Source: an optimization exercise on an open RTL-to-GDS flow (aim: small area). Production flows keep margins and buffers that such runs may drop. Where RTL was checked, it was by simulation tests only, not by an equivalence proof against the original. No functional check of the RTL was part of run 2. The clock cells of runs 5 to 7 come from the design's own scripts or RTL, not from TritonCTS. No driver is modelled on the clock port, so clock power and skew are understated where the tree is cut down; a real chip needs a root buffer or a tree. Power figures rest on the tool's default switching activity, not on a simulated workload.

<file path="design.v">
module spi_master
(
input               clk             ,
input               rst_n           ,
output              SPI4wire_SCK    ,
output              SPI4wire_CS_N   ,
output              SPI4wire_MOSI   ,
input               SPI4wire_MISO   ,
input   [15:0]      par_freq_div    ,
input   [7:0]       par_adr_sclknum ,
input   [7:0]       par_dat_sclknum ,
input               par_cpha        ,
input               par_cpol        ,
input               tx_tvalid       ,
input   [31:0]      tx_tdata        ,
output              tx_tready       ,
output              rx_tvalid       ,
output  [31:0]      rx_tdata
);
localparam IDLE = 2'd0, LEAD = 2'd1, RUN = 2'd3, FIN = 2'd2;
reg [1:0]  state;
reg        tready;
reg        sck;
reg        cs_n;
reg        rvalid;
reg [14:0] half_cnt;    
reg        half;        
reg [5:0]  bit_cnt;     
reg [31:0] shreg;
reg        mosi;
reg        flag;
wire [5:0] sclk_num = par_adr_sclknum[5:0] + par_dat_sclknum[5:0];
wire       accept   = tx_tvalid & tready;
wire       idle     = (state == IDLE);
wire       active   = state[0];
wire       trail    = bit_cnt[5] & bit_cnt[4];
wire       term     = (half_cnt[14:1] == 14'd0) & (half_cnt[0] ^ (half & par_freq_div[0]));
wire       ev_mid   = active & term & ~half;
wire       ev_end   = active & term & half;
wire       in_bits  = (state == RUN) & ~trail;
wire       sample   = in_bits & (par_cpha ? ev_end : ev_mid);
wire       tx_step  = par_cpha ? (ev_mid & ~trail) : (ev_end & ~trail & (bit_cnt != 6'd0));
assign SPI4wire_SCK  = sck;
assign SPI4wire_CS_N = cs_n;
assign SPI4wire_MOSI = mosi;
assign tx_tready     = tready;
assign rx_tvalid     = rvalid;
assign rx_tdata      = shreg;
always @(posedge clk or negedge rst_n)
begin
    if (!rst_n) begin
        state  <= IDLE;
        tready <= 1'b0;
        sck    <= 1'b0;
        cs_n   <= 1'b1;
        rvalid <= 1'b0;
    end else begin
        case (state)
        IDLE: if (accept) state <= LEAD;
        LEAD: if (ev_end) state <= RUN;
        RUN:  if (ev_end & trail) state <= FIN;
        FIN:  state <= IDLE;
        endcase
        tready <= idle & ~accept;
        if (idle)
            sck <= par_cpol;
        else if (term & in_bits)
            sck <= ~sck;
        cs_n   <= ~active | (ev_end & trail);
        rvalid <= (state == FIN) & flag;
    end
end
always @(posedge clk)
begin
    if (~active | term)
        half_cnt <= par_freq_div[15:1];
    else
        half_cnt <= half_cnt - 1'b1;
    half <= active & (half ^ term);
    if (idle)
        bit_cnt <= sclk_num;
    else if (ev_end)
        bit_cnt <= bit_cnt - 1'b1;
end
wire [3:0]  t2 = {1'b0, sclk_num[1] & sclk_num[0], sclk_num[1], sclk_num[1] | sclk_num[0]};
wire [7:0]  t3 = {t2 & {4{sclk_num[2]}}, t2 | {4{sclk_num[2]}}};
wire [15:0] t4 = {t3 & {8{sclk_num[3]}}, t3 | {8{sclk_num[3]}}};
wire        hi = sclk_num[5] | sclk_num[4];
wire [31:0] keep = {(t4 & {16{sclk_num[4]}}) | {16{sclk_num[5]}}, t4 | {16{hi}}};
integer i;
always @(posedge clk)
begin
    if (accept) begin
        for (i = 0; i < 32; i = i + 1)
            shreg[i] <= tx_tdata[i] & keep[31 - i];
        flag <= tx_tdata[31];
    end else if (sample)
        shreg <= {shreg[30:0], SPI4wire_MISO};
    if ((state == LEAD) | tx_step)
        mosi <= shreg[31];
end
endmodule
</file>
<file path="flow/run.sh">
#!/bin/bash
# Standard ORFS layout (standard.sh) with these changes:
#  - synthesis maps logic with an area-oriented ABC script (flow/area.abc);
#    everything else in the synthesis script is the standard flow's own synth_recipe.tcl
#  - port buffers use buf_1
#  - CTS with clkbuf_4 only and no dummy loads; afterwards leaf buffers whose
#    flip-flops see a slow clock edge are upsized to clkbuf_8 (flow/post_cts.tcl)
set -euo pipefail
W=$PWD
{ head -1 synth_recipe.tcl
  echo "proc abc {args} { set i [lsearch \$args -script]; lset args [expr {\$i+1}] $W/flow/area.abc; yosys abc {*}\$args }"
  tail -n +2 synth_recipe.tcl; } > area_synth.tcl
export BUFFER_PORTS_ARGS="-buffer_cell sky130_fd_sc_hd__buf_1"
export CTS_ARGS="-sink_clustering_enable -repair_clock_nets -dont_use_dummy_load -buf_list {sky130_fd_sc_hd__clkbuf_4}"
export POST_CTS_TCL=$W/flow/post_cts.tcl
bash standard.sh SYNTH_SCRIPT=$W/area_synth.tcl finish > standard_flow.log 2>&1
</file>
<file path="flow/area.abc">
strash
&get -n
&fraig -x
&put
scorr
dc2
strash
dc2
dc2
&get -n
&dch -f
&nf -R 1000
&put
</file>
<file path="flow/post_cts.tcl">
# After CTS: upsize each leaf clock buffer (one that drives flip-flops) whose
# flip-flop clock pins see a slew above the threshold, then re-legalize.
proc upsize_leaf_clock_buffers { limit_ns bigger } {
  estimate_parasitics -placement
  set n 0
  foreach inst [[ord::get_db_block] getInsts] {
    set m [[$inst getMaster] getName]
    if {![string match sky130_fd_sc_hd__clkbuf_* $m] || $m == $bigger} continue
    set net [[$inst findITerm X] getNet]
    set worst 0.0
    set flops 0
    foreach pin [get_pins -of_objects [get_nets [$net getName]]] {
      if {[get_property $pin direction] != "input"} continue
      if {[get_property $pin name] != "CLK"} continue
      incr flops
      set s [get_property $pin slew_max]
      if {$s > $worst} { set worst $s }
    }
    puts "clock buffer [$inst getName] $m drives $flops flip-flops, worst clock-pin slew $worst"
    if {$flops > 0 && $worst > $limit_ns} {
      $inst swapMaster [[ord::get_db] findMaster $bigger]
      incr n
    }
  }
  puts "upsized $n clock buffers"
  if {$n > 0} {
    detailed_placement
    estimate_parasitics -placement
  }
}
upsize_leaf_clock_buffers 0.095 sky130_fd_sc_hd__clkbuf_8
</file>
<file path="standard.sh">
#!/bin/bash
# synth_recipe.tcl (not shown) runs the flow's synth.tcl, then flattens the netlist and writes it again
# the make line also repeats each setting of config.mk as NAME=value (left out here)
make -C /OpenROAD-flow-scripts/flow DESIGN_CONFIG=/design/flow/config.mk WORK_HOME=/design/flow/orfs CLKGATE_MAP_FILE= SYNTH_SCRIPT=/design/flow/synth_recipe.tcl "${@:-finish}"
</file>
<file path="config.mk">
export PLATFORM = sky130hd
export DESIGN_NAME = spi_master
export DESIGN_NICKNAME = spi_master
export VERILOG_FILES = /design/flow/design.v
export SDC_FILE = /design/flow/constraint.sdc
export NUM_CORES = 4
export LEC_CHECK = 0
export CAP_MARGIN = 20
export CORE_MARGIN = 2
export CORE_UTILIZATION = 65
export SLEW_MARGIN = 20
</file>
<file path="constraint.sdc">
create_clock -name core_clock -period 6.0 [get_ports {clk}]
set_input_delay 1.2000 -clock core_clock [delete_from_list [all_inputs] [get_ports {clk}]]
set_output_delay 1.2000 -clock core_clock [all_outputs]
set_load 0.01 [all_outputs]
</file>
==> out/metrics.csv, run 1 <==
metric;value;unit
max cap viols;0;
Post-DRT Antenna Nets;0;
fin. max-slew vios;0;
sequential power share;58.5;%
post-synthesis sequential area ratio;53.3;%
top sig layer;met4;
layout net count;506;
fin cells;475;
Placement Rows;25;
Antenna Diode Count;0;
Fill cells;369;
Netlist cell types;30;
Critical Path Fanout Max;13;
Die Y;73.5;um
post-route setup TNS;0;ns
Gate Count Post-Synth;308;
Finish-stage setup viols;0;
status;timing/DRC/antenna clean;
placed cell count;466;
IO buf count;102;
WL per Instance;16.1;um
Max IR drop VDD;0.000146;V
Starting Density;66.9;%
DRC violations left;0;
worst hold path startpoint;shreg[31];
slew margin rel.;39.3;%
syn nets;391;
Final HPWL DP;5670;um
clock skew;0.0261;ns
share of post-route cells with drive strength above 1;3.09;%
Logic pwr share;16.2;%
CTS tree;done;
Clock power frac;25.4;%
I/O Pins;107;
WS Path Type;in -> reg;
Slew @ Worst Pin;0.907;ns
WL met3;635;um
met2 routed WL;3830;um
P_int;0.000621;W
CP Launch Point;par_adr_sclknum[1];
Post-Syn Area per Cell;10.2;sq um
startpoint types;input pin;
Cell Area, Synth;3140;sq um
initial antenna violation count;0;
total track usage;30.1;%
Tcrit/Tclk final;61.2;%
CP Data Arrival Time;3.93;ns
WL final;7640;um
worst r2r src;half_cnt[11];
number of warnings issued by yosys;1;
Num Clock Sinks;62;
latest clock arrival within the worst-skew pair;0.41;ns
Die Area;5400;sq um
pin count of the biggest net entering global routing;32;
Final min period;3.67;ns
number of global-route vias before repair;2700;
wl on met1;2940;um
final hold vios;0;
core area;4690;sq um
min-delay worst type;reg -> reg;
Sw Share;28.9;%
Crit path required time;6.26;ns
RSZ-0062 raised after global routing;no;
total power;0.000874;W
most frequent cells in the layout;buf_1 (102), nand2_1 (55), edfxtp_1 (40);
Area growth syn-to-layout;17.5;%
commonest non-fill, non-tap cell in the layout;buf_1;
DIE WIDTH;73.5;um
Clock transition at path regs;0.09;ns
drt first pass iters;6;
Leakage;1.33;nW
first-pass GRT wire length;12200;um
gpl congestion;0.849;
P_sw;0.000252;W
CP Capture Type;register;
Fmax;0.272;GHz
Vias per Instance;5.97;
cell area power density;237;nW/um^2
via count;2837;
grt total ovfl;0;
DR iter-0 viols;170;
post-synthesis register bit count;62;
[stage by stage]
| stage | setup WS [ns] | utilization, % | cell area, sq um | hold slack (ns) |
|---|---|---|---|---|
| final | 2.33 | 78.5 | 3680 | 0.452 |
| after global routing | 2.13 | 78.5 | 3680 | 0.468 |
| after detailed placement | 2.03 | 76.8 | 3600 | 0.433 |
| after global placement | 2.05 | 76.8 | 3600 | 0.428 |
| after floorplan | 2.54 | - | 3140 | 0.435 |
[worst max-delay path, stage by stage]
cell	delay [ns]
buf_1	0.10
ha_1	0.29
a21o_1	0.15
a21oi_1	0.28
o21bai_1	0.10
a21oi_1	0.17
xnor2_1	0.25
nor2b_1	0.26
nor2_1	0.74
o211ai_1	0.26
nand2_1	0.12
[logic make-up after synthesis]
group           count (synthesis)  synth area share [%]
xor+xnor                       18                  5.03
fa+ha+maj                      13                  5.42
simple gates                  118                  16.8
compound gates                 88                  18.3
buf+inv                         9                  1.08
flops                          62                  53.3
[power groups by stage]
stage / clock, W / combinational (W) / sequential (W)
after floorplan: 0 / 0.0000963 / 0.000511
after global placement: 0 / 0.000134 / 0.000518
after detailed placement: 0 / 0.000138 / 0.000520
after global routing: 0.000231 / 0.000159 / 0.000516
final: 0.000222 / 0.000141 / 0.000511
[layout make-up]
cell class                      count  area (sq um)  area share (%)
Sequential cell                    62          1670            45.4
Tap cell                           54          67.6            1.83
Inverter                            9          33.8           0.917
Clock buffer                        9          80.1            2.17
Timing Repair Buffer              104           398            10.8
Multi-Input combinational cell    237          1430            38.9
[Yosys cell counts]
cell type,instances,area [sq um]
a21o_1,6,45.0
or2_0,1,6.26
dfrtp_1,5,125
dfstp_2,1,26.3
o211ai_1,5,37.5
nand2b_1,6,37.5
ha_1,12,150
nor2b_1,1,6.26
nand2_1,55,206
nor2_1,27,101
a22o_1,7,61.3
o21ai_0,26,130
a32o_1,12,120
clkinv_1,9,33.8
a21oi_1,18,90.1
xor2_1,6,52.6
fa_1,1,20.0
nor3b_1,3,22.5
or3_1,5,31.3
a31oi_1,11,68.8
xnor2_1,12,105
nand3_1,6,30.0
nor3_1,4,20.0
edfxtp_1,40,1200
nor4_1,5,31.3
or4_1,2,15.0
and2_0,3,18.8
dfxtp_1,16,320
o31ai_1,2,15.0
o21bai_1,1,7.51
[per-layer routing]
| metal | track usage, % | vias to the layer above |
|---|---|---|
| li1 | - | 1369 |
| met1 | 36.6 | 1300 |
| met2 | 50.7 | 146 |
| met3 | 5.76 | 22 |
| met4 | 15.8 | 0 |
| met5 | 0 | - |
[path summary, 6_finish.rpt]
kind	cells after the start	endpoint	slack (ns)
max reg2reg	7	shreg[19]	2.75
min in group asynchronous	1	rvalid	0.63
max	11	shreg[15]	2.33
min	0	mosi	0.45
min reg2reg	0	mosi	0.45
max in group asynchronous	1	cs_n	5.06
[state kept, by name, indices dropped and copies added (netlist names)]
| register | flops |
|---|---|
| half_cnt | 15 |
| cs_n | 1 |
| rvalid | 1 |
| bit_cnt | 6 |
| shreg | 32 |
| half | 1 |
| sck | 1 |
| flag | 1 |
| state | 2 |
| mosi | 1 |
| tready | 1 |
==> run 2, diff against run 1 <==
--- a/design.v
+++ b/design.v
@@ -18,10 +18,8 @@
 output  [31:0]      rx_tdata
 );
-localparam IDLE = 2'd0, LEAD = 2'd1, RUN = 2'd3, FIN = 2'd2;
-reg [1:0]  state;
-reg        tready;
+localparam I1 = 3'b000, I0 = 3'b001, IR = 3'b010, FN = 3'b011,
+           L1 = 3'b100, LD = 3'b101, RN = 3'b111;
+reg [2:0]  state;
 reg        sck;
-reg        cs_n;
-reg        rvalid;
 reg [14:0] half_cnt;    
 reg        half;        
@@ -31,12 +29,15 @@
 reg        flag;
 wire [5:0] sclk_num = par_adr_sclknum[5:0] + par_dat_sclknum[5:0];
+wire       tready   = (state == I1);
+wire       rvalid   = (state == IR);
+wire       cs_n     = ~(state[2] & state[0]);
 wire       accept   = tx_tvalid & tready;
-wire       idle     = (state == IDLE);
-wire       active   = state[0];
+wire       idle     = ~state[2] & ~(state[1] & state[0]);
+wire       active   = state[2];    
 wire       trail    = bit_cnt[5] & bit_cnt[4];
 wire       term     = (half_cnt[14:1] == 14'd0) & (half_cnt[0] ^ (half & par_freq_div[0]));
 wire       ev_mid   = active & term & ~half;
 wire       ev_end   = active & term & half;
-wire       in_bits  = (state == RUN) & ~trail;
+wire       in_bits  = state[2] & state[1] & ~trail;
 wire       sample   = in_bits & (par_cpha ? ev_end : ev_mid);
 wire       tx_step  = par_cpha ? (ev_mid & ~trail) : (ev_end & ~trail & (bit_cnt != 6'd0));
@@ -50,23 +51,20 @@
 begin
     if (!rst_n) begin
-        state  <= IDLE;
-        tready <= 1'b0;
+        state  <= I0;
         sck    <= 1'b0;
-        cs_n   <= 1'b1;
-        rvalid <= 1'b0;
     end else begin
         case (state)
-        IDLE: if (accept) state <= LEAD;
-        LEAD: if (ev_end) state <= RUN;
-        RUN:  if (ev_end & trail) state <= FIN;
-        FIN:  state <= IDLE;
+        I0, IR: state <= I1;
+        I1: if (tx_tvalid) state <= L1;
+        L1: state <= LD;
+        LD: if (ev_end) state <= RN;
+        RN: if (ev_end & trail) state <= FN;
+        FN: state <= flag ? IR : I0;
+        default: state <= I0;
         endcase
-        tready <= idle & ~accept;
         if (idle)
             sck <= par_cpol;
         else if (term & in_bits)
             sck <= ~sck;
-        cs_n   <= ~active | (ev_end & trail);
-        rvalid <= (state == FIN) & flag;
     end
 end
@@ -97,5 +95,5 @@
     end else if (sample)
         shreg <= {shreg[30:0], SPI4wire_MISO};
-    if ((state == LEAD) | tx_step)
+    if ((state[2] & ~state[1]) | tx_step)
         mosi <= shreg[31];
 end
==> run 2 against run 1 <==
  * Wire length barely moved
  * Count of clock-buffer cells in the layout is the same
  * Final cell count decreased by 0.21%
  * Clock skew grew 0.00058 ns
  * Area after synthesis down 1.9%
  * Clock power shrank 6%
  * Setup slack lost 0.66 ns
==> out/metrics.csv, run 2 <==
metric;value;unit;change
via count;2829;;-0.28%
dominant cells by area after synthesis;edfxtp_1 (39%), dfxtp_1 (10%), nand2_1 (6.8%);;
EDFF count, synth;40;;unchanged
Leakage;1.28;nW;-3.6%
layout net count;501;;-0.99%
Finish-stage setup viols;0;;unchanged
Yosys top cell area share;39.0;%;+0.75 points
cell area power density;444;nW/um^2;+87%
largest registers;shreg (32), half_cnt (15), bit_cnt (6);;
share of post-route cells with drive strength above 1;3.10;%;+0.0074 points
startpoint types;input pin;;
GR met1 Demand/Resource;37.9;%;+1.3 points
Final min period;4.33;ns;+0.660 ns
most common cell in the netlist;nand2_1;;
Starting Density;66.5;%;-0.39 points
Tcrit/Tclk final;72.2;%;+11 points
fin cells;474;;-0.21%
post-synthesis register bit count;60;;-3.2%
Top delay family on crit path;simple AND/OR/NAND/NOR gates;;
number of warnings issued by yosys;1;;unchanged
drt first pass iters;5;;-1
Worst R2R Setup Slack;2.85;ns;+0.10 ns
grt total ovfl;0;;unchanged
Antenna Diode Count;0;;unchanged
Placement Rows;25;;unchanged
commonest non-fill, non-tap cell in the layout;buf_1;;
RSZ-0062 raised after global routing;no;;
max cap viols;0;;unchanged
number of global-route vias before repair;2540;;-5.9%
Crit path required time;6.14;ns;-0.12 ns
Final HPWL DP;5450;um;-4.0%
WS Path Type;in -> reg;;
CP Capture Type;register;;
core area;4630;sq um;-1.3%
Synth area leader;edfxtp_1;;
pin count of the biggest net entering global routing;38;;+19%
total track usage;29.7;%;-0.40 points
max reg flops;32;;unchanged
Gate Count Post-Synth;307;;-0.32%
final hold vios;0;;unchanged
clock skew;0.0267;ns;+0.000577 ns
DIE WIDTH;72.8;um;-0.91%
placed cell count;465;;-0.21%
WL final;7650;um;about the same
Largest Register;shreg;;
syn nets;386;;-1.3%
M3 GR Usage;7.73;%;+2.0 points
I/O Pins;107;;unchanged
gpl congestion;0.927;;+9.1%
Max IR drop VDD;0.000224;V;+53%
Post-Syn Area per Cell;10.0;sq um;-1.6%
met2 Usage GRT;48.3;%;-2.4 points
post-route cell area;3620;sq um;-1.8%
most frequent cells in the layout;buf_1 (102), nand2_1 (56), edfxtp_1 (40);;
commonest register cell after synthesis;edfxtp_1;;
Die Y;72.8;um;-0.91%
CP max-delay cell;xnor2_1;;
Die Area;5300;sq um;-1.8%
Netlist cell types;32;;+6.7%
post-route setup TNS;0;ns;unchanged
post-synthesis sequential area ratio;52.7;%;-0.59 points
slew margin rel.;31.6;%;-7.6 points
latest clock arrival within the worst-skew pair;0.41;ns;about the same
status;timing/DRC/antenna clean;;
most frequent CP cell;a21oi_1;;
GRT busiest layer;met2;;
worst path cell trace;buf_1 -> ha_1 -> a21o_1 -> a21oi_1 -> o21bai_1 -> a21oi_1 -> xnor2_1 -> nand2b_1 -> and2_0 -> nor2b_1 -> a32o_1;;
initial antenna violation count;0;;unchanged
CTS tree;done;;
hold slack;0.434;ns;-0.0182 ns
DRC violations left;0;;unchanged
Area growth syn-to-layout;17.6;%;
IO buf count;102;;unchanged
DR iter-0 viols;179;;+5.3%
Critical Path Max Stage Delay;0.80;ns;+0.06 ns
CP bufs+invs;1;;unchanged
placed cell areas;3540;sq um;-1.7%
Fmax;0.231;GHz;-15%
Num Clock Sinks;60;;-3.2%
Synth async-reset ratio;6.67;%;-3.0 points
commonest cells in the netlist;nand2_1 (56), edfxtp_1 (40), nor2_1 (27);;
first-pass GRT wire length;11900;um;-2.6%
min-delay worst type;reg -> reg;;
WL per Instance;16.1;um;+0.25%
Critical Path Fanout Max;14;;+1
Clock transition at path regs;0.08;ns;about the same
fin. max-slew vios;0;;unchanged
Slew @ Worst Pin;1.03;ns;+0.118 ns
Vias per Instance;5.97;;about the same
Cell Area, Synth;3080;sq um;-1.9%
CP Data Arrival Time;4.47;ns;+0.54 ns
Post-DRT Antenna Nets;0;;unchanged
-- run 2: cell types whose count changed in the layout (fill, tap and decap cells not counted), moves of 3 or more --
| cell | previous run | this run |
|---|---|---|
| nor4_1 | 5 | 8 |
| ha_1 | 12 | 8 |
| nor3_1 | 4 | 7 |
| o21ai_0 | 26 | 23 |
| a22o_1 | 7 | 4 |
| or3_1 | 5 | 1 |
| o211ai_1 | 5 | 9 |
| a21o_1 | 6 | 2 |
| nand2b_1 | 6 | 11 |
| xnor2_1 | 12 | 16 |
| a31oi_1 | 11 | 5 |
-- run 2: final timing paths --
| check | startpoint | endpoint | depth (start not counted) |
|---|---|---|---|
| min reg2reg | flag | state[0] | 1 |
| max | par_adr_sclknum[1] | shreg[2] | 11 |
| max reg2reg | state[0] | shreg[2] | 7 |
| min | flag | state[0] | 1 |
| max in group asynchronous | rst_n | state[0] | 1 |
| min in group asynchronous | rst_n | sck | 1 |
-- run 2: cells by family after synthesis --
| logic type | count (synthesis) | share of synthesized area [%] |
|---|---|---|
| mux | 1 | 0.366 |
| compound gates | 80 | 17.2 |
| fa+ha+maj | 9 | 3.90 |
| flops | 60 | 52.7 |
| simple gates | 128 | 18.8 |
| xor+xnor | 21 | 5.98 |
| buf+inv | 8 | 0.976 |
-- run 2: worst register-to-register path, stage by stage, from the launching register on --
cell and delay (ns):
dfstp_2 0.59, nor3_1 0.08, nand2_1 0.10, buf_4 0.35, clkinv_1 0.54, and2_0 0.62, nor2b_1 0.32, a32o_1 0.29
-- run 2: power breakdown --
group / switching, W / total (W) / internal (W)
registers: 0.000133 / 0.000782 / 0.000649
clock network: 0.000133 / 0.000209 / 0.0000766
logic: 0.000380 / 0.000616 / 0.000235
-- run 2: cell type report --
cell class / count / area [sq um]
fillers: 353 / 1010
clock buffers: 9 / 73.8
well taps: 54 / 67.6
inverters: 8 / 30.0
flip-flops and latches: 60 / 1620
multi-input cells: 239 / 1430
repair buffers: 104 / 398
-- run 2: routing by layer --
metal / wire (um) / share of wire (%)
met5: 0 / 0
met1: 3020 / 40
met2: 3910 / 51
met4: 182 / 2.4
met3: 535 / 7.0
-- run 2: through the flow --
stage	worst slack, ns	util (%)	power, W
floorplan	2.15	-	0.00119
global placement	1.37	76.5	0.00137
detailed placement	1.29	76.5	0.00140
global route	1.44	78.2	0.00172
finish	1.67	78.2	0.00161
==> run 3, diff against run 2 <==
--- a/design.v
+++ b/design.v
@@ -18,5 +18,5 @@
 output  [31:0]      rx_tdata
 );
-localparam I1 = 3'b000, I0 = 3'b001, IR = 3'b010, FN = 3'b011,
+localparam I0 = 3'b000, I1 = 3'b001, IR = 3'b010, FN = 3'b011,
            L1 = 3'b100, LD = 3'b101, RN = 3'b111;
 reg [2:0]  state;
@@ -34,5 +34,5 @@
 wire       accept   = tx_tvalid & tready;
 wire       idle     = ~state[2] & ~(state[1] & state[0]);
-wire       active   = state[2];    
+wire       active   = state[2];
 wire       trail    = bit_cnt[5] & bit_cnt[4];
 wire       term     = (half_cnt[14:1] == 14'd0) & (half_cnt[0] ^ (half & par_freq_div[0]));
==> run 3 against run 2 <==
  * First-iteration DRC count is 21% lower
  * Largest power group unchanged
  * Sequential power is 32% lower
  * Clock power is 3% lower
  * Area after synthesis hardly changed
  * Global-route usage is 0.97 points lower
  * Register-to-register slack better by 0.16 ns
  * Final cell count is 0.42% higher
  * Sequential share of layout area is 0.11 points lower
  * Die area hardly changed
==> out/metrics.csv, run 3 <==
metric;value;unit;change
gpl congestion;0.833;;-10%
Num Clock Sinks;60;;unchanged
Vias per Instance;5.92;;-0.88%
commonest cells in the netlist;nand2_1 (59), edfxtp_1 (40), o21ai_0 (28);;
DRC violations left;0;;unchanged
Logic pwr share;19.1;%;-19 points
worst r2r src;half_cnt[11];;
Max IR drop VDD;0.000137;V;-39%
core area;4630;sq um;unchanged
Leakage;1.28;nW;about the same
number of warnings issued by yosys;1;;unchanged
WS Path Type;in -> reg;;
Sw Share;30.1;%;-10 points
Synth Area in Simple Gates;19.9;%;+1.0 points
Slew @ Worst Pin;1.03;ns;+0.00796 ns
post-route core utilization;78.3;%;+0.14 points
initial antenna violation count;0;;unchanged
Post-DRT Antenna Nets;0;;unchanged
Antenna Diode Count;0;;unchanged
M3 GR Usage;6.22;%;-1.5 points
grt total ovfl;0;;unchanged
Largest Register;shreg;;
CP Capture Type;register;;
Yosys top cell area share;39.1;%;about the same
Finish-stage setup viols;0;;unchanged
Starting Density;66.4;%;about the same
Critical Path Max Stage Delay;0.61;ns;-0.19 ns
met2 Usage GRT;50.6;%;+2.3 points
largest registers;shreg (32), half_cnt (15), bit_cnt (6);;
drt first pass iters;5;;unchanged
GRT busiest layer;met2;;
CP max-delay cell;nor2b_1;;
commonest non-fill, non-tap cell in the layout;buf_1;;
worst hold path startpoint;shreg[31];;
Tcrit/Tclk final;61.8;%;-10 points
I/O Pins;107;;unchanged
WL final;7290;um;-4.6%
Crit path required time;6.15;ns;about the same
Compound-Gate Fraction of Synth Area;17.3;%;+0.13 points
Die Area;5300;sq um;about the same
Synth area leader;edfxtp_1;;
post-route setup TNS;0;ns;unchanged
DR iter-0 viols;142;;-21%
P_int;0.000635;W;-34%
Clock power frac;22.3;%;+9.3 points
WL per Instance;15.3;um;-5.0%
RSZ-0062 raised after global routing;no;;
number of global-route vias before repair;2609;;+2.7%
fin. max-slew vios;0;;unchanged
CP bufs+invs;2;;+1
Netlist cell types;35;;+9.4%
max cap viols;0;;unchanged
post-synthesis sequential area ratio;52.7;%;about the same
Area growth syn-to-layout;17.9;%;
mux cell area share after synthesis;0.366;%;about the same
first-pass GRT wire length;11600;um;-2.1%
final hold vios;0;;unchanged
pin count of the biggest net entering global routing;43;;+13%
Cell Area, Synth;3080;sq um;about the same
most common cell in the netlist;nand2_1;;
share of post-route cells with drive strength above 1;3.08;%;-0.015 points
layout net count;503;;+0.40%
commonest register cell after synthesis;edfxtp_1;;
startpoint types;input pin;;
Synth async-reset ratio;6.67;%;unchanged
Clock transition at path regs;0.09;ns;about the same
Synth Area in Adders;3.91;%;about the same
P_sw;0.000273;W;-58%
via count;2816;;-0.46%
max reg flops;32;;unchanged
total track usage;28.8;%;-0.97 points
Worst Hold Path EP;mosi;;
latest clock arrival within the worst-skew pair;0.39;ns;-0.02 ns
CTS tree;done;;
XOR/XNOR Fraction of Synth Area;4.84;%;-1.1 points
slew margin rel.;31.1;%;-0.53 points
worst path cell trace;buf_1 -> ha_1 -> a21o_1 -> a21oi_1 -> o21bai_1 -> a21oi_1 -> xnor2_1 -> buf_4 -> nor2b_1 -> nor2_1 -> a32o_1;;
Critical Path Fanout Max;12;;-2
Placement Rows;25;;unchanged
Worst R2R Setup Slack;3.01;ns;+0.16 ns
most frequent cells in the layout;buf_1 (102), nand2_1 (59), edfxtp_1 (40);;
min-delay worst type;reg -> reg;;
Die Y;72.8;um;about the same
CP Data Arrival Time;3.85;ns;-0.62 ns
Final min period;3.71;ns;-0.628 ns
Final HPWL DP;5320;um;-2.2%
DIE WIDTH;72.8;um;about the same
Top delay family on crit path;compound AO/OA/AOI/OAI gates;;
sequential power share;58.6;%;+9.9 points
status;timing/DRC/antenna clean;;
Fmax;0.270;GHz;+17%
EDFF count, synth;40;;unchanged
dominant cells by area after synthesis;edfxtp_1 (39%), dfxtp_1 (10%), nand2_1 (7.2%);;
worst-case reg-to-reg path depth;8;;+1
Gate Count Post-Synth;308;;+0.33%
RR Endpoint;shreg[16];;
cell area power density;251;nW/um^2;-44%
most frequent CP cell;a21oi_1;;
Post-Syn Area per Cell;9.99;sq um;-0.37%
largest family of logic cells by synthesized area;simple AND/OR/NAND/NOR gates;;
syn nets;387;;+0.26%
clock skew;0.0245;ns;-0.00215 ns
IO buf count;102;;unchanged
post-synthesis register bit count;60;;unchanged
hold depth;0;;-1
GR met1 Demand/Resource;34.1;%;-3.8 points
==> run 3: cell count changes after synthesis, moves of 2 or more <==
cell      previous run  this run
o211ai_1             9         2
nor2_1              27        21
xnor2_1             16        12
nand3_1              8        14
nand2b_1            11         7
nand2_1             56        59
or3_1                1         4
a21oi_1             19        16
a31oi_1              5         8
a22o_1               4         8
nor4_1               8         5
o21ai_0             24        28
nor2b_1              1         3
==> run 3: logic make-up after synthesis <==
| kind of cell | Yosys count |
|---|---|
| mux | 1 |
| xor+xnor | 17 |
| simple gates | 132 |
| buf+inv | 8 |
| flops | 60 |
| compound gates | 81 |
| fa+ha+maj | 9 |
==> run 3: power groups by stage <==
stage / Clock [W] / Sequential, W / Combinational, W
floorplan: 0 / 0.000530 / 0.000118
global placement: 0 / 0.000536 / 0.000165
detailed placement: 0 / 0.000540 / 0.000172
global route: 0.000220 / 0.000539 / 0.000198
finish: 0.000203 / 0.000532 / 0.000174
==> run 3: final cells by class <==
class | count | area [sq um]
sequential | 60 | 1620
multi-input combinational | 240 | 1430
fill | 342 | 1000
timing repair buffer | 105 | 405
clock buffer | 9 | 73.8
tap | 54 | 67.6
inverter | 8 | 30.0
==> run 3: worst reg2reg max path, delay by kind of cell, from the launching register on <==
kind / cells / cell delay, ns
AOI/OAI and AO/OA: 2 / 0.29
and+or+nand+nor: 5 / 1.61
buffers and inverters: 1 / 0.38
DFF: 1 / 0.34
==> run 3: metrics by stage <==
step                cells  area (sq um)  worst slack (ns)  hold slack [ns]  total power [W]
finish                476          3620              2.29            0.497         0.000909
global route          476          3620              2.09            0.519         0.000957
detailed placement    467          3550              1.92            0.460         0.000712
global placement      467          3550              1.97            0.471         0.000701
floorplan             308          3080              2.36            0.466         0.000648
==> run 3: worst max-delay path by stage <==
stage	from	end	slack, ns	cells after the start
final	par_adr_sclknum[1]	shreg[14]	2.29	11
after detailed placement	par_adr_sclknum[1]	shreg[15]	1.92	11
after global routing	par_adr_sclknum[1]	shreg[9]	2.09	11
after floorplan	par_adr_sclknum[1]	shreg[30]	2.36	10
after global placement	par_adr_sclknum[1]	shreg[9]	1.97	11
==> run 3: routing by layer <==
| layer | routed length (um) | share of wire (%) |
|---|---|---|
| met1 | 2990 | 41 |
| met2 | 3660 | 50 |
| met3 | 486 | 6.7 |
| met4 | 150 | 2.1 |
| met5 | 0 | 0 |
==> run 4, diff against run 3 <==
--- a/design.v
+++ b/design.v
@@ -18,5 +18,5 @@
 output  [31:0]      rx_tdata
 );
-localparam I0 = 3'b000, I1 = 3'b001, IR = 3'b010, FN = 3'b011,
+localparam I1 = 3'b000, I0 = 3'b001, IR = 3'b010, FN = 3'b011,
            L1 = 3'b100, LD = 3'b101, RN = 3'b111;
 reg [2:0]  state;
@@ -34,12 +34,12 @@
 wire       accept   = tx_tvalid & tready;
 wire       idle     = ~state[2] & ~(state[1] & state[0]);
-wire       active   = state[2];
-wire       trail    = bit_cnt[5] & bit_cnt[4];
+wire       active   = state[2];    
 wire       term     = (half_cnt[14:1] == 14'd0) & (half_cnt[0] ^ (half & par_freq_div[0]));
 wire       ev_mid   = active & term & ~half;
 wire       ev_end   = active & term & half;
-wire       in_bits  = state[2] & state[1] & ~trail;
+wire       last_end = bit_cnt[5] & ~bit_cnt[0];           
+wire       in_bits  = state[2] & state[1] & (half ? ~last_end : ~bit_cnt[5]);
 wire       sample   = in_bits & (par_cpha ? ev_end : ev_mid);
-wire       tx_step  = par_cpha ? (ev_mid & ~trail) : (ev_end & ~trail & (bit_cnt != 6'd0));
+wire       tx_step  = ~bit_cnt[5] & (par_cpha ? ev_mid : ev_end);
 assign SPI4wire_SCK  = sck;
 assign SPI4wire_CS_N = cs_n;
@@ -59,5 +59,5 @@
         L1: state <= LD;
         LD: if (ev_end) state <= RN;
-        RN: if (ev_end & trail) state <= FN;
+        RN: if (ev_end & last_end) state <= FN;
         FN: state <= flag ? IR : I0;
         default: state <= I0;
@@ -78,5 +78,5 @@
     if (idle)
         bit_cnt <= sclk_num;
-    else if (ev_end)
+    else if (ev_mid)
         bit_cnt <= bit_cnt - 1'b1;
 end
==> run 4 against run 3 <==
  * Die area decreased by 1.2%
  * Combinational power rose to 3.4 times the previous value
  * Global-route usage increased by 0.42 points
  * Non-clock buffer count grew 1
  * Sequential power rose by 45%
  * Sequential cell count unchanged
  * Cell area is 1.1% lower
  * Final cell count fell by 2.3%
  * Sequential share of layout area rose by 0.55 points
  * Critical path depth stayed put
  * Count of clock-buffer cells in the layout unchanged
  * Worst hold slack got worse by 0.035 ns
  * Critical path type unchanged
==> out/metrics.csv, run 4 <==
metric;value;unit;change
Fmax;0.277;GHz;+2.6%
Die Area;5240;sq um;-1.2%
Starting Density;68.8;%;+2.4 points
commonest cells in the netlist;nand2_1 (55), edfxtp_1 (40), nor2_1 (26);;
IO buf count;102;;unchanged
Antenna Diode Count;0;;unchanged
CTS tree;done;;
WL per Instance;15.6;um;+1.7%
status;timing/DRC/antenna clean;;
Area growth syn-to-layout;18.0;%;about the same
commonest non-fill, non-tap cell in the layout;buf_1;;
startpoint types;input pin;;
placed cell areas;3520;sq um;-0.92%
share of post-route cells with drive strength above 1;3.39;%;+0.31 points
Crit path required time;6.16;ns;about the same
Cell Area, Synth;3040;sq um;-1.2%
Final HPWL DP;5300;um;-0.54%
max reg flops;32;;unchanged
CP bufs+invs;1;;-1
initial antenna violation count;0;;unchanged
dominant cells by area after synthesis;edfxtp_1 (40%), dfxtp_1 (11%), nand2_1 (6.8%);;
Clock transition at path regs;0.09;ns;about the same
min-delay worst type;reg -> reg;;
clock skew;0.0235;ns;-0.00105 ns
Setup crit end;shreg[31];;
worst r2r src;half_cnt[6];;
CP Launch Point;par_adr_sclknum[1];;
Netlist cell types;36;;+2.9%
Finish-stage setup viols;0;;unchanged
CP Capture Type;register;;
worst-case reg-to-reg path depth;8;;unchanged
Largest Register;shreg;;
first-pass GRT wire length;11600;um;-0.18%
post-route core utilization;81.2;%;+2.9 points
Worst R2R Setup Slack;3.50;ns;+0.49 ns
DR iter-0 viols;187;;+32%
DRC violations left;0;;unchanged
RSZ-0062 raised after global routing;no;;
drt first pass iters;5;;unchanged
Synth async-reset ratio;6.67;%;unchanged
PnR worst setup slack;2.39;ns;+0.0929 ns
DIE WIDTH;72.4;um;-0.58%
largest registers;shreg (32), half_cnt (15), bit_cnt (6);;
post-route setup TNS;0;ns;unchanged
Num Clock Sinks;60;;unchanged
Post-Syn Area per Cell;10.2;sq um;+2.1%
post-synthesis register bit count;60;;unchanged
number of warnings issued by yosys;1;;unchanged
worst slack at placement;2.02;ns;+0.0938 ns
Levels on crit path;11;;unchanged
worst path cell trace;buf_1 -> ha_1 -> a21o_1 -> a21oi_1 -> o21bai_1 -> a21oi_1 -> xnor2_1 -> and2_0 -> nand2_1 -> o211ai_1 -> nand2_1;;
fin. max-slew vios;0;;unchanged
Synth area leader;edfxtp_1;;
post-route cell area;3580;sq um;-1.1%
Fill cells;328;;-4.1%
max cap viols;0;;unchanged
Critical Path Fanout Max;13;;+1
Tcrit/Tclk final;60.2;%;-1.5 points
syn nets;376;;-2.8%
RR Endpoint;shreg[7];;
WS Path Type;in -> reg;;
gpl congestion;0.800;;-4.0%
latest clock arrival within the worst-skew pair;0.40;ns;about the same
Critical Path Max Stage Delay;0.73;ns;+0.12 ns
EDFF count, synth;40;;unchanged
slew margin rel.;32.4;%;+1.3 points
commonest register cell after synthesis;edfxtp_1;;
Max IR drop VDD;0.000276;V;+100%
cell area power density;436;nW/um^2;+74%
CP max-delay cell;xnor2_1;;
Leakage;1.28;nW;about the same
pin count of the biggest net entering global routing;42;;-2.3%
WL final;7250;um;-0.63%
Gate Count Post-Synth;298;;-3.2%
layout net count;493;;-2.0%
final hold vios;0;;unchanged
total track usage;29.2;%;+0.42 points
via count;2790;;-0.92%
Die Y;72.4;um;-0.58%
grt total ovfl;0;;unchanged
post-synthesis sequential area ratio;53.4;%;+0.69 points
number of global-route vias before repair;2606;;-0.11%
core area;4410;sq um;-4.6%
most common cell in the netlist;nand2_1;;
Final min period;3.61;ns;-0.0929 ns
most frequent cells in the layout;buf_1 (102), nand2_1 (55), edfxtp_1 (40);;
Vias per Instance;6.00;;+1.4%
Placement Rows;24;;-4.0%
Slew @ Worst Pin;1.01;ns;-0.0191 ns
CP Data Arrival Time;3.77;ns;-0.08 ns
Top delay family on crit path;simple AND/OR/NAND/NOR gates;;
Post-DRT Antenna Nets;0;;unchanged
I/O Pins;107;;unchanged
Yosys top cell area share;39.5;%;+0.48 points
## run 4: changes by cell type after synthesis, sizes merged, moves of 2 or more
cell	previous run	this run
nand2	59	55
o21ai	28	23
and3	0	2
or3	4	1
and2	3	1
a31oi	8	4
xnor2	12	15
nor2	21	26
nand2b	7	3
nand3	14	4
o211ai	2	7
xor2	5	8
a21oi	16	23
## run 4: worst min-delay path by stage
stage	from	to	slack, ns	cells after the start
global route	flag	state[0]	0.48	1
finish	shreg[31]	mosi	0.46	0
global placement	shreg[31]	mosi	0.45	0
floorplan	flag	state[0]	0.39	1
detailed placement	shreg[31]	mosi	0.45	0
## run 4: final cells by class
cell class              instances  area, sq um  area share, %
inverters                       9         33.8          0.943
multi-input cells             229         1380           38.5
clock buffers                   9         67.6           1.89
flip-flops and latches         60         1620           45.3
well taps                      52         65.1           1.82
repair buffers                106          413           11.5
## run 4: cell families (layout without fill, tap and decap cells)
logic type	count (synthesis)	in the layout	share of synthesized area (%)
AOI/OAI and AO/OA	85	85	18.6
xor gates and xnor gates	23	23	6.63
adders and majority gates	8	8	3.54
buffers and inverters	9	124	1.11
DFF	60	60	53.4
muxes	1	1	0.371
and+or+nand+nor	112	112	16.4
## run 4: power by group
group	switching (W)	total (W)	internal, W
registers	0.000128	0.000771	0.000643
logic	0.000362	0.000596	0.000234
clock network	0.000125	0.000195	0.0000695
## run 4: routing by layer
metal | global-route usage [%] | vias to the layer above | wire length [um]
met4 | 14.9 | 0 | 179
met5 | 0 | - | 0
met2 | 46.8 | 154 | 3530
li1 | - | 1343 | -
met1 | 38.1 | 1272 | 2960
met3 | 5.28 | 21 | 578
## run 4: metrics by stage
stage          hold WS [ns]  power, W  std cells
6_report              0.462   0.00156        465
5_1_grt               0.480   0.00167        465
3_5_place_dp          0.448   0.00137        456
3_3_place_gp          0.447   0.00134        456
2_1_floorplan         0.392   0.00117        298
==> run 5, diff against run 4 <==
--- a/flow/run.sh
+++ b/flow/run.sh
@@ -4,6 +4,6 @@
 #    everything else in the synthesis script is the standard flow's own synth_recipe.tcl
 #  - port buffers use buf_1
-#  - CTS with clkbuf_4 only and no dummy loads; afterwards leaf buffers whose
-#    flip-flops see a slow clock edge are upsized to clkbuf_8 (flow/post_cts.tcl)
+#  - CTS, then the clock tree is rebuilt as four buffers driven by the clock
+#    port, one per cluster of flip-flops (flow/post_cts.tcl)
 set -euo pipefail
 W=$PWD
==> flow/post_cts.tcl (replaced) <==
# After CTS: rebuild the clock tree as four clkbuf_8 buffers driven by the
# clock port, one per cluster of flip-flops; a buffer whose flip-flops see a
# clock slew above 0.1 ns becomes clkbuf_16.
source [file dirname [info script]]/rebuild_clock.tcl
rebuild_clock_tree 4 sky130_fd_sc_hd__clkbuf_8 sky130_fd_sc_hd__clkbuf_16 0.1
==> flow/rebuild_clock.tcl (new file) <==
# After CTS: replace the clock tree by $k buffers driven by the clock port
# directly, one per cluster of flip-flops (k-means on their locations). Each
# buffer is $master at the centroid of its cluster, upsized to $bigger if its
# flip-flops see a clock slew above $limit_ns.
proc rebuild_clock_tree { k master bigger limit_ns } {
  set block [ord::get_db_block]
  set db [ord::get_db]
  set clk [$block findNet clk]
  # walk the tree from the clock port
  set sinks {}; set bufs {}; set nets {}
  set todo [list $clk]
  while {[llength $todo]} {
    set net [lindex $todo 0]; set todo [lrange $todo 1 end]
    foreach it [$net getITerms] {
      if {[$it isOutputSignal]} continue
      set inst [$it getInst]
      set m [[$inst getMaster] getName]
      if {[string match sky130_fd_sc_hd__clkbuf_* $m]} {
        lappend bufs $inst
        set o [[$inst findITerm X] getNet]
        lappend nets $o; lappend todo $o
      } elseif {[[$it getMTerm] getName] == "CLK"} {
        lappend sinks $it
      } else {
        puts "rebuild_clock_tree: clock drives [$inst getName]/[[$it getMTerm] getName], skipped"; return
      }
    }
  }
  set n [llength $sinks]
  if {$n < $k} { puts "rebuild_clock_tree: $n sinks, skipped"; return }
  set xs {}; set ys {}
  foreach it $sinks {
    set bb [[$it getInst] getBBox]
    lappend xs [expr {([$bb xMin] + [$bb xMax]) / 2.0}]
    lappend ys [expr {([$bb yMin] + [$bb yMax]) / 2.0}]
  }
  # k-means, seeded with sinks spread along the sorted x+y order
  set order [lsort -real -indices [lmap x $xs y $ys {expr {$x + $y}}]]
  set cx {}; set cy {}
  for {set c 0} {$c < $k} {incr c} {
    set i [lindex $order [expr {int(($c + 0.5) * $n / $k)}]]
    lappend cx [lindex $xs $i]; lappend cy [lindex $ys $i]
  }
  for {set iter 0} {$iter < 50} {incr iter} {
    set asg {}
    for {set i 0} {$i < $n} {incr i} {
      set best -1
      for {set c 0} {$c < $k} {incr c} {
        set d [expr {abs([lindex $xs $i] - [lindex $cx $c]) + abs([lindex $ys $i] - [lindex $cy $c])}]
        if {$best < 0 || $d < $best} { set best $d; set bc $c }
      }
      lappend asg $bc
    }
    for {set c 0} {$c < $k} {incr c} { set sx($c) 0.0; set sy($c) 0.0; set sn($c) 0 }
    for {set i 0} {$i < $n} {incr i} {
      set c [lindex $asg $i]
      set sx($c) [expr {$sx($c) + [lindex $xs $i]}]; set sy($c) [expr {$sy($c) + [lindex $ys $i]}]; incr sn($c)
    }
    for {set c 0} {$c < $k} {incr c} {
      if {$sn($c) > 0} { lset cx $c [expr {$sx($c) / $sn($c)}]; lset cy $c [expr {$sy($c) / $sn($c)}] }
    }
  }
  # remove the old tree
  foreach it $sinks { $it disconnect }
  foreach b $bufs {
    foreach it [$b getITerms] { if {[$it getNet] != "NULL"} { $it disconnect } }
    odb::dbInst_destroy $b
  }
  foreach net $nets { odb::dbNet_destroy $net }
  # new buffers
  set newbufs {}
  for {set c 0} {$c < $k} {incr c} {
    if {$sn($c) == 0} continue
    set inst [odb::dbInst_create $block [$db findMaster $master] clkbuf_leaf_$c]
    set net [odb::dbNet_create $block clknet_leaf_$c]
    $net setSigType CLOCK
    [$inst findITerm A] connect $clk
    [$inst findITerm X] connect $net
    $inst setLocation [expr {int([lindex $cx $c])}] [expr {int([lindex $cy $c])}]
    $inst setPlacementStatus PLACED
    lappend newbufs $inst
    set bufnet($c) $net
  }
  for {set i 0} {$i < $n} {incr i} { [lindex $sinks $i] connect $bufnet([lindex $asg $i]) }
  for {set c 0} {$c < $k} {incr c} { puts "rebuild_clock_tree: cluster $c has $sn($c) flip-flops" }
  detailed_placement
  estimate_parasitics -placement
  set up 0
  foreach inst $newbufs {
    set net [[$inst findITerm X] getNet]
    set worst 0.0
    foreach pin [get_pins -of_objects [get_nets [$net getName]]] {
      if {[get_property $pin direction] != "input"} continue
      set s [get_property $pin slew_max]
      if {$s > $worst} { set worst $s }
    }
    puts "rebuild_clock_tree: [$inst getName] worst clock-pin slew $worst"
    if {$worst > $limit_ns} { $inst swapMaster [$db findMaster $bigger]; incr up }
  }
  if {$up > 0} {
    detailed_placement
    estimate_parasitics -placement
  }
  puts "rebuild_clock_tree: [llength $newbufs] buffers, $up upsized"
}
==> run 5 against run 4 <==
  * Cell area fell by 0.35%
  * Critical path depth did not move
  * Core utilization fell by 0.28 points
  * Power fell by 2.3%
  * Sequential cell count did not move
  * Global-route usage fell by 0.65 points
  * Synthesized cell count did not move
  * Area after synthesis did not move
  * Highest routed layer unchanged
==> out/metrics.csv, run 5 <==
metric;value;unit;change
status;timing/DRC/antenna clean;;
number of warnings issued by yosys;1;;unchanged
Leakage;1.27;nW;-0.99%
Largest Register;shreg;;
IO buf count;102;;unchanged
Logic pwr share;39.1;%;+0.9 points
commonest non-fill, non-tap cell in the layout;buf_1;;
I/O Pins;107;;unchanged
Final min period;3.84;ns;+0.225 ns
hold slack;0.464;ns;+0.00154 ns
slew margin rel.;31.2;%;-1.2 points
Sw Share;38.5;%;-0.92 points
commonest register cell after synthesis;edfxtp_1;;
clock skew;0.0145;ns;-0.00899 ns
RR Endpoint;shreg[4];;
post-route setup TNS;0;ns;unchanged
RSZ-0062 raised after global routing;no;;
CP max-delay cell;xnor2_1;;
worst r2r src;half_cnt[6];;
Synth area leader;edfxtp_1;;
P_int;0.000939;W;-0.84%
Placement Rows;24;;unchanged
Gate Count Post-Synth;298;;unchanged
Worst R2R Setup Slack;3.55;ns;+0.05 ns
core area;4410;sq um;unchanged
Slew @ Worst Pin;1.03;ns;+0.0173 ns
min-delay worst type;reg -> reg;;
Crit path required time;5.91;ns;-0.25 ns
share of post-route cells with drive strength above 1;2.21;%;-1.2 points
number of global-route vias before repair;2521;;-3.3%
first-pass GRT wire length;11500;um;-0.71%
grt total ovfl;0;;unchanged
commonest cells in the netlist;nand2_1 (55), edfxtp_1 (40), nor2_1 (26);;
sequential power share;50.5;%;+1.1 points
max reg flops;32;;unchanged
Clock power frac;10.4;%;-2.1 points
worst path cell trace;buf_1 -> ha_1 -> a21o_1 -> a21oi_1 -> o21bai_1 -> a21oi_1 -> xnor2_1 -> and2_0 -> nand2_1 -> o211ai_1 -> nand2_1;;
syn nets;376;;unchanged
Reg area;1620;sq um;unchanged
hold depth;0;;unchanged
gpl congestion;0.800;;unchanged
Critical Path Fanout Max;13;;unchanged
Final HPWL DP;5300;um;unchanged
WL final;7170;um;-1.1%
post-synthesis register bit count;60;;unchanged
CP Data Arrival Time;3.75;ns;-0.02 ns
layout net count;488;;-1.0%
pin count of the biggest net entering global routing;42;;unchanged
worst hold path startpoint;shreg[31];;
Num Clock Sinks;60;;unchanged
total track usage;28.5;%;-0.65 points
Yosys top cell area share;39.5;%;unchanged
Max IR drop VDD;0.000297;V;+7.5%
Synth async-reset ratio;6.67;%;unchanged
Die Y;72.4;um;unchanged
initial antenna violation count;0;;unchanged
Post-DRT Antenna Nets;0;;unchanged
startpoint types;input pin;;
total power;0.00153;W;-2.3%
Area growth syn-to-layout;17.5;%;
WS Path Type;in -> reg;;
largest registers;shreg (32), half_cnt (15), bit_cnt (6);;
Post-Syn Area per Cell;10.2;sq um;unchanged
DRC violations left;0;;unchanged
P_sw;0.000587;W;-4.6%
post-synthesis sequential area ratio;53.4;%;unchanged
most frequent cells in the layout;buf_1 (102), nand2_1 (55), edfxtp_1 (40);;
fin. max-slew vios;0;;unchanged
Antenna Diode Count;0;;unchanged
EDFF count, synth;40;;unchanged
dominant cells by area after synthesis;edfxtp_1 (40%), dfxtp_1 (11%), nand2_1 (6.8%);;
Vias per Instance;6.00;;about the same
Tcrit/Tclk final;64.0;%;+3.8 points
drt first pass iters;5;;unchanged
Multi-input gate area;1380;sq um;unchanged
latest clock arrival within the worst-skew pair;0.15;ns;-0.25 ns
Fmax;0.261;GHz;-5.9%
max cap viols;0;;unchanged
Fill cells;327;;-0.30%
via count;2761;;-1.0%
Die Area;5240;sq um;unchanged
CP Launch Point;par_dat_sclknum[1];;
Worst Hold Path EP;mosi;;
Cell Area, Synth;3040;sq um;unchanged
cell area power density;427;nW/um^2;-2.0%
Critical Path Max Stage Delay;0.73;ns;about the same
Finish-stage setup viols;0;;unchanged
final hold vios;0;;unchanged
Netlist cell types;36;;unchanged
CP Capture Type;register;;
WL per Instance;15.6;um;about the same
DR iter-0 viols;185;;-1.1%
most common cell in the netlist;nand2_1;;
worst-case reg-to-reg path depth;8;;unchanged
DIE WIDTH;72.4;um;unchanged
Starting Density;68.8;%;unchanged
Clock transition at path regs;0.10;ns;about the same
-- run 5: area by class of cell --
type / instances / area share (%)
Multi-Input combinational cell: 229 / 38.7
Inverter: 9 / 0.946
Sequential cell: 60 / 45.4
Timing Repair Buffer: 106 / 11.6
Tap cell: 52 / 1.82
Buffer: 4 / 1.54
-- run 5: cell families (layout without fill, tap and decap cells) --
kind of cell	count (synthesis)	count (layout)	share of synthesized area, %
AOI/OAI and AO/OA	85	85	18.6
xor gates and xnor gates	23	23	6.63
muxes	1	1	0.371
DFF	60	60	53.4
buffers and inverters	9	119	1.11
adders and majority gates	8	8	3.54
and+or+nand+nor	112	112	16.4
-- run 5: worst max path at each step --
stage / to / slack (ns) / cells after the start
floorplan: shreg[1] / 2.52 / 9
global placement: shreg[31] / 2.06 / 11
detailed placement: shreg[31] / 2.02 / 11
global route: shreg[31] / 1.98 / 11
finish: shreg[31] / 2.16 / 11
-- run 5: power groups by stage --
stage | Clock [W] | Sequential, W | Combinational (W)
after global placement | 0 | 0.000770 | 0.000571
after detailed placement | 0 | 0.000776 | 0.000591
final | 0.000158 | 0.000771 | 0.000596
after global routing | 0.000170 | 0.000790 | 0.000674
after floorplan | 0 | 0.000777 | 0.000395
-- run 5: metal layers --
layer	vias to the layer above	routed length (um)	track usage, %
met5	-	0	0
met4	0	107	9.85
met3	10	559	4.44
met2	146	3540	47.4
met1	1269	2960	38.3
li1	1336	-	-
-- run 5: per-stage QoR --
| stage | cells | instance area (sq um) | worst slack (ns) | utilization [%] |
|---|---|---|---|---|
| after floorplan | 298 | 3040 | 2.52 | - |
| after global placement | 456 | 3520 | 2.06 | 79.6 |
| after global routing | 460 | 3570 | 1.98 | 80.9 |
| final | 460 | 3570 | 2.16 | 80.9 |
| after detailed placement | 456 | 3520 | 2.02 | 79.6 |
-- run 5: worst max-delay path: cells and delay by family --
family	cells	cell delay [ns]
buffers and inverters	1	0.13
AOI/OAI and AO/OA	5	0.67
and+or+nand+nor	3	0.72
adders and majority gates	1	0.29
xor gates and xnor gates	1	0.73
==> run 6, diff against run 5 <==
--- a/config.mk
+++ b/config.mk
@@ -9,3 +9,4 @@
 export CORE_MARGIN = 2
 export CORE_UTILIZATION = 65
+export GPL_TIMING_DRIVEN = 0
 export SLEW_MARGIN = 20
==> run 6 against run 5 <==
  * Largest cell class unchanged
  * Global-route usage grew 1.4 points
  * Clock skew grew 0.011 ns
  * First-iteration DRC count grew 23%
  * Setup slack lost 0.13 ns
==> out/metrics.csv, run 6 <==
metric;value;unit;change
syn nets;376;;unchanged
I/O Pins;107;;unchanged
Die Area;5240;sq um;unchanged
Slew @ Worst Pin;1.09;ns;+0.0568 ns
Post-DRT Antenna Nets;0;;unchanged
pin count of the biggest net entering global routing;42;;unchanged
gpl congestion;0.805;;+0.69%
layout net count;484;;-0.82%
Tcrit/Tclk final;66.2;%;+2.2 points
post-route cell area;3560;sq um;-0.28%
Gate Count Post-Synth;298;;unchanged
commonest register cell after synthesis;edfxtp_1;;
Critical Path Fanout Max;14;;+1
DIE WIDTH;72.4;um;unchanged
max cap viols;0;;unchanged
Clock transition at path regs;0.09;ns;about the same
via count;2770;;+0.33%
Cell Area, Synth;3040;sq um;unchanged
RSZ-0062 raised after global routing;no;;
Area growth syn-to-layout;17.2;%;
Antenna Diode Count;0;;unchanged
Yosys top cell area share;39.5;%;unchanged
latest clock arrival within the worst-skew pair;0.15;ns;about the same
drt first pass iters;5;;unchanged
initial antenna violation count;0;;unchanged
Fill cells;303;;-7.3%
largest registers;shreg (32), half_cnt (15), bit_cnt (6);;
Multi-input gate area;1390;sq um;+0.63%
slew margin rel.;27.4;%;-3.8 points
IO buf count;102;;unchanged
fin. max-slew vios;0;;unchanged
CP Capture Type;register;;
CP Data Arrival Time;3.85;ns;+0.10 ns
Crit path required time;5.88;ns;-0.03 ns
Leakage;1.25;nW;-1.2%
post-synthesis register bit count;60;;unchanged
core area;4410;sq um;unchanged
Largest Register;shreg;;
DR iter-0 viols;228;;+23%
number of warnings issued by yosys;1;;unchanged
post-route setup TNS;0;ns;unchanged
Fmax;0.252;GHz;-3.3%
Reg area;1620;sq um;unchanged
Num Clock Sinks;60;;unchanged
commonest non-fill, non-tap cell in the layout;buf_1;;
Netlist cell types;36;;unchanged
Finish-stage setup viols;0;;unchanged
EDFF count, synth;40;;unchanged
Die Y;72.4;um;unchanged
Vias per Instance;6.07;;+1.2%
Starting Density;68.8;%;unchanged
Final HPWL DP;5480;um;+3.4%
final hold vios;0;;unchanged
share of post-route cells with drive strength above 1;1.98;%;-0.23 points
clock skew;0.0252;ns;+0.0107 ns
Final min period;3.97;ns;+0.132 ns
most common cell in the netlist;nand2_1;;
DRC violations left;0;;unchanged
hold slack;0.472;ns;+0.00789 ns
grt total ovfl;0;;unchanged
WL per Instance;16.8;um;+7.7%
placed cell areas;3490;sq um;-0.71%
total track usage;29.9;%;+1.4 points
commonest cells in the netlist;nand2_1 (55), edfxtp_1 (40), nor2_1 (26);;
Post-Syn Area per Cell;10.2;sq um;unchanged
number of global-route vias before repair;2691;;+6.7%
Synth async-reset ratio;6.67;%;unchanged
cell area power density;436;nW/um^2;+2.1%
status;timing/DRC/antenna clean;;
Max IR drop VDD;0.000268;V;-9.8%
WS Path Type;in -> reg;;
post-synthesis sequential area ratio;53.4;%;unchanged
Synth area leader;edfxtp_1;;
WL final;7650;um;+6.7%
max reg flops;32;;unchanged
most frequent cells in the layout;buf_1 (102), nand2_1 (53), edfxtp_1 (40);;
Placement Rows;24;;unchanged
dominant cells by area after synthesis;edfxtp_1 (40%), dfxtp_1 (11%), nand2_1 (6.8%);;
startpoint types;input pin;;
first-pass GRT wire length;12100;um;+4.6%
min-delay worst type;reg -> reg;;
[run 6: cell counts after synthesis]
Identical to the previous run, type by type.
[run 6: cell families (layout without fill, tap and decap cells)]
| logic type | Yosys count | after routing | synth area share, % |
|---|---|---|---|
| simple gates | 112 | 112 | 16.4 |
| flops | 60 | 60 | 53.4 |
| xor+xnor | 23 | 23 | 6.63 |
| fa+ha+maj | 8 | 8 | 3.54 |
| buf+inv | 9 | 115 | 1.11 |
| mux | 1 | 1 | 0.371 |
| compound gates | 85 | 85 | 18.6 |
[run 6: worst paths after layout]
| check | from | end | slack (ns) | depth (start not counted) |
|---|---|---|---|---|
| worst max-delay path | par_adr_sclknum[1] | shreg[2] | 2.03 | 10 |
| worst min-delay path | shreg[31] | mosi | 0.47 | 0 |
| worst max register to register | state[2] | shreg[2] | 3.26 | 5 |
| worst min register to register | shreg[31] | mosi | 0.47 | 0 |
| max in group asynchronous | rst_n | state[0] | 4.91 | 1 |
| min in group asynchronous | rst_n | state[1] | 0.85 | 1 |
[run 6: critical path, stage by stage]
cell and delay [ns]:
buf_1 0.12, ha_1 0.29, a21o_1 0.10, a21oi_1 0.09
o21bai_1 0.20, a21oi_1 0.11, xnor2_1 0.79, a21oi_2 0.38
nor2b_1 0.27, a32o_1 0.28
[run 6: stage by stage]
| stage | setup WS, ns | total power (W) | std cells | utilization, % |
|---|---|---|---|---|
| after floorplan | 2.52 | 0.00117 | 298 | - |
| after global placement | 1.82 | 0.00133 | 452 | 79.0 |
| after detailed placement | 1.70 | 0.00137 | 452 | 79.1 |
| after global routing | 1.80 | 0.00166 | 456 | 80.7 |
| final | 2.03 | 0.00155 | 456 | 80.7 |
[run 6: layout make-up]
type                    instances  share of cell area, %
repair buffers                102                   10.8
plain buffers                   4                   1.86
well taps                      52                   1.83
flip-flops and latches         60                   45.6
multi-input cells             229                   39.0
inverters                       9                  0.949
[run 6: per-layer routing]
layer  share of wire [%]  wire, um  up-vias  GRT usage [%]
met5                   0         0        -              0
li1                    -         -     1323              -
met3                 6.9       530       23           6.39
met1                  41      3130     1296           37.2
met4                 2.5       190        0           9.85
met2                  50      3790      128           52.0
[run 6: report_power, final]
group	total, W	switching [W]	internal, W
clock	0.000176	0.0000997	0.0000764
sequential	0.000775	0.000130	0.000645
combinational	0.000602	0.000376	0.000226
==> run 7, diff against run 6 <==
--- a/flow/run.sh
+++ b/flow/run.sh
@@ -1,6 +1,7 @@
 #!/bin/bash
 # Standard ORFS layout (standard.sh) with these changes:
-#  - synthesis maps logic with an area-oriented ABC script (flow/area.abc);
-#    everything else in the synthesis script is the standard flow's own synth_recipe.tcl
+#  - synthesis maps logic with an area-oriented ABC script (flow/area.abc) and
+#    leaves adders to ABC (ADDER_MAP_FILE empty); everything else in the
+#    synthesis script is the standard flow's own synth_recipe.tcl
 #  - port buffers use buf_1
 #  - CTS, then the clock tree is rebuilt as four buffers driven by the clock
@@ -14,3 +15,3 @@
 export CTS_ARGS="-sink_clustering_enable -repair_clock_nets -dont_use_dummy_load -buf_list {sky130_fd_sc_hd__clkbuf_4}"
 export POST_CTS_TCL=$W/flow/post_cts.tcl
-bash standard.sh SYNTH_SCRIPT=$W/area_synth.tcl finish > standard_flow.log 2>&1
+bash standard.sh SYNTH_SCRIPT=$W/area_synth.tcl ADDER_MAP_FILE= finish > standard_flow.log 2>&1
==> flow/area.abc (replaced) <==
strash
&get -n
&fraig -x
&put
scorr
dc2
strash
balance -l; resub -K 6 -l; rewrite -l; resub -K 6 -N 2 -l; refactor -l; resub -K 8 -l; balance -l; resub -K 8 -N 2 -l; rewrite -l; resub -K 10 -l; rewrite -z -l; resub -K 10 -N 2 -l; balance -l; resub -K 12 -l; refactor -z -l; resub -K 12 -N 2 -l; rewrite -z -l; balance -l
&get -n
&deepsyn -T 30
&put
&get -n
&dch -f
&nf -R 1000
&put
--- a/config.mk
+++ b/config.mk
@@ -6,7 +6,7 @@
 export NUM_CORES = 4
 export LEC_CHECK = 0
-export CAP_MARGIN = 20
+export CAP_MARGIN = 0
 export CORE_MARGIN = 2
 export CORE_UTILIZATION = 65
 export GPL_TIMING_DRIVEN = 0
-export SLEW_MARGIN = 20
+export SLEW_MARGIN = 0
==> run 7 against run 6 <==
  * First-iteration DRC count increased by 2.2%
  * Clock power about the same
  * Sequential cell count stayed put
  * Global-route usage fell by 1.2 points
  * Still clean
==> out/metrics.csv, run 7 <==
metric;value;unit;change
Clock power frac;19.6;%;+8.3 points
WS Path Type;in -> reg;;
Finish-stage setup viols;0;;unchanged
Crit path required time;5.91;ns;+0.03 ns
Tcrit/Tclk final;78.3;%;+12 points
WL per Instance;16.0;um;-4.4%
min-delay worst type;reg -> reg;;
Sw Share;28.0;%;-11 points
Netlist cell types;31;;-14%
post-route setup TNS;0;ns;unchanged
drt first pass iters;5;;unchanged
Final min period;4.70;ns;+0.729 ns
total track usage;28.8;%;-1.2 points
latest clock arrival within the worst-skew pair;0.15;ns;about the same
number of warnings issued by yosys;1;;unchanged
Max IR drop VDD;0.000233;V;-13%
commonest cells in the netlist;nand2_1 (54), edfxtp_1 (40), o21ai_0 (28);;
I/O Pins;107;;unchanged
CP Data Arrival Time;4.60;ns;+0.75 ns
share of post-route cells with drive strength above 1;2.34;%;+0.36 points
syn nets;347;;-7.7%
via count;2612;;-5.7%
hold slack;0.434;ns;-0.0373 ns
most common cell in the netlist;nand2_1;;
worst path cell trace;buf_1 -> nand2_1 -> o21ai_0 -> maj3_1 -> maj3_1 -> maj3_1 -> xnor2_1 -> and2_0 -> a21oi_1 -> nor2b_1 -> a32o_1;;
pin count of the biggest net entering global routing;38;;-9.5%
commonest register cell after synthesis;edfxtp_1;;
max reg flops;32;;unchanged
Vias per Instance;5.98;;-1.6%
Fmax;0.213;GHz;-16%
DRC violations left;0;;unchanged
EDFF count, synth;40;;unchanged
cell area power density;260;nW/um^2;-40%
Leakage;1.17;nW;-6.5%
P_sw;0.000252;W;-58%
Post-Syn Area per Cell;10.5;sq um;+2.7%
clock skew;0.0107;ns;-0.0144 ns
Clock transition at path regs;0.09;ns;about the same
Post-DRT Antenna Nets;0;;unchanged
Synth async-reset ratio;6.67;%;unchanged
Die Y;70.8;um;-2.2%
core area;4320;sq um;-2.0%
max cap viols;0;;unchanged
most frequent cells in the layout;buf_1 (102), nand2_1 (54), edfxtp_1 (40);;
layout net count;457;;-5.6%
dominant cells by area after synthesis;edfxtp_1 (41%), dfxtp_1 (11%), nand2_1 (7.0%);;
gpl congestion;0.822;;+2.1%
Area growth syn-to-layout;19.5;%;
RSZ-0062 raised after global routing;no;;
Placement Rows;24;;unchanged
Logic pwr share;20.1;%;-19 points
WL final;7010;um;-8.4%
post-synthesis register bit count;60;;unchanged
largest registers;shreg (32), half_cnt (15), bit_cnt (6);;
Critical Path Fanout Max;11;;-3
first-pass GRT wire length;11500;um;-4.6%
CP Capture Type;register;;
initial antenna violation count;0;;unchanged
IO buf count;102;;unchanged
CP bufs+invs;1;;unchanged
Slew @ Worst Pin;1.27;ns;+0.186 ns
Antenna Diode Count;0;;unchanged
post-synthesis sequential area ratio;56.0;%;+2.5 points
final hold vios;0;;unchanged
post-route cell area;3460;sq um;-2.7%
DIE WIDTH;70.8;um;-2.2%
Synth area leader;edfxtp_1;;
Final HPWL DP;5210;um;-4.8%
PnR worst setup slack;1.30;ns;-0.729 ns
Top delay family on crit path;adder cells;;
P_int;0.000649;W;-32%
Yosys top cell area share;41.4;%;+1.9 points
Starting Density;67.1;%;-1.7 points
startpoint types;input pin;;
most frequent CP cell;maj3_1;;
status;timing/DRC/antenna clean;;
fin. max-slew vios;0;;unchanged
Die Area;5010;sq um;-4.3%
Num Clock Sinks;60;;unchanged
grt total ovfl;0;;unchanged
Largest Register;shreg;;
Gate Count Post-Synth;277;;-7.0%
placed cell areas;3400;sq um;-2.7%
Cell Area, Synth;2900;sq um;-4.5%
commonest non-fill, non-tap cell in the layout;buf_1;;
worst slack at placement;1.17;ns;-0.531 ns
number of global-route vias before repair;2537;;-5.7%
slew margin rel.;14.8;%;-13 points
sequential power share;60.4;%;+10 points
DR iter-0 viols;233;;+2.2%
CP max-delay cell;xnor2_1;;
Critical Path Max Stage Delay;0.68;ns;-0.11 ns
## run 7: layer usage
| layer | share of wire [%] | up-vias | GRT usage [%] |
|---|---|---|---|
| met4 | 1.4 | 0 | 7.34 |
| met2 | 50 | 117 | 48.8 |
| met3 | 8.1 | 10 | 6.70 |
| met1 | 41 | 1225 | 37.6 |
| li1 | - | 1260 | - |
| met5 | 0 | - | 0 |
## run 7: logic make-up after synthesis
family | Yosys count | share of synthesized area, %
buf+inv | 3 | 0.388
xor+xnor | 24 | 7.25
flops | 60 | 56.0
mux | 1 | 0.345
fa+ha+maj | 3 | 1.04
compound gates | 82 | 19.1
simple gates | 104 | 16.0
## run 7: path summary, 6_finish.rpt
| path | startpoint | endpoint | slack, ns | cells past startpoint |
|---|---|---|---|---|
| min reg2reg | flag | state[0] | 0.43 | 1 |
| max reg2reg | state[0] | shreg[6] | 2.79 | 6 |
| max in group asynchronous | rst_n | state[0] | 4.87 | 1 |
| min in group asynchronous | rst_n | state[1] | 0.87 | 1 |
| min | flag | state[0] | 0.43 | 1 |
| max | par_adr_sclknum[0] | shreg[19] | 1.30 | 11 |
## run 7: area by class of cell
cell class,instances,area (sq um)
fillers,295,860
flip-flops and latches,60,1620
multi-input cells,214,1280
well taps,52,65.1
plain buffers,4,66.3
inverters,3,11.3
repair buffers,104,418
## run 7: metrics by stage
step                      power [W]  instances  utilization [%]
after floorplan            0.000667        277                -
after global placement     0.000716        431             77.4
after detailed placement   0.000728        433             78.6
after global routing       0.000945        437             80.1
final                      0.000900        437             80.1
## run 7: power groups by stage
stage	sequential [W]	combinational, W	clock (W)
after global routing	0.000551	0.000204	0.000190
final	0.000544	0.000181	0.000176
after floorplan	0.000539	0.000128	0
after detailed placement	0.000550	0.000178	0
after global placement	0.000547	0.000169	0

[static timing again, ports no longer ideal]
Ports are ideal in the flow. The routed layouts listed here were re-timed in OpenROAD. Step 1: set_driving_cell puts a clkbuf_16 on clk and a buf_2 on each other input, an assumption about the parent block. Step 2 also shifts input and output timing later by t, the mid clock arrival at the registers, as if the neighbouring blocks saw the same clock. Three values: no drivers, after step 1, after step 2; two values: the first two.
run | shift t [ns] | slack for setup (ns)
run 1 | 0.430 | 2.327 / 2.337 / 1.906
run 2 | 0.423 | 1.667 / 1.669 / 1.245
run 3 | 0.403 | 2.294 / 2.293 / 1.890
run 4 | 0.415 | 2.387 / 2.385 / 1.970
run 5 | 0.206 | 2.162 / 2.195 / 1.989
run 6 | 0.201 | 2.030 / 2.071 / 1.870
run 7 | 0.205 | 1.301 / 1.339 / 1.135
After both steps setup and hold are still met in every run listed.
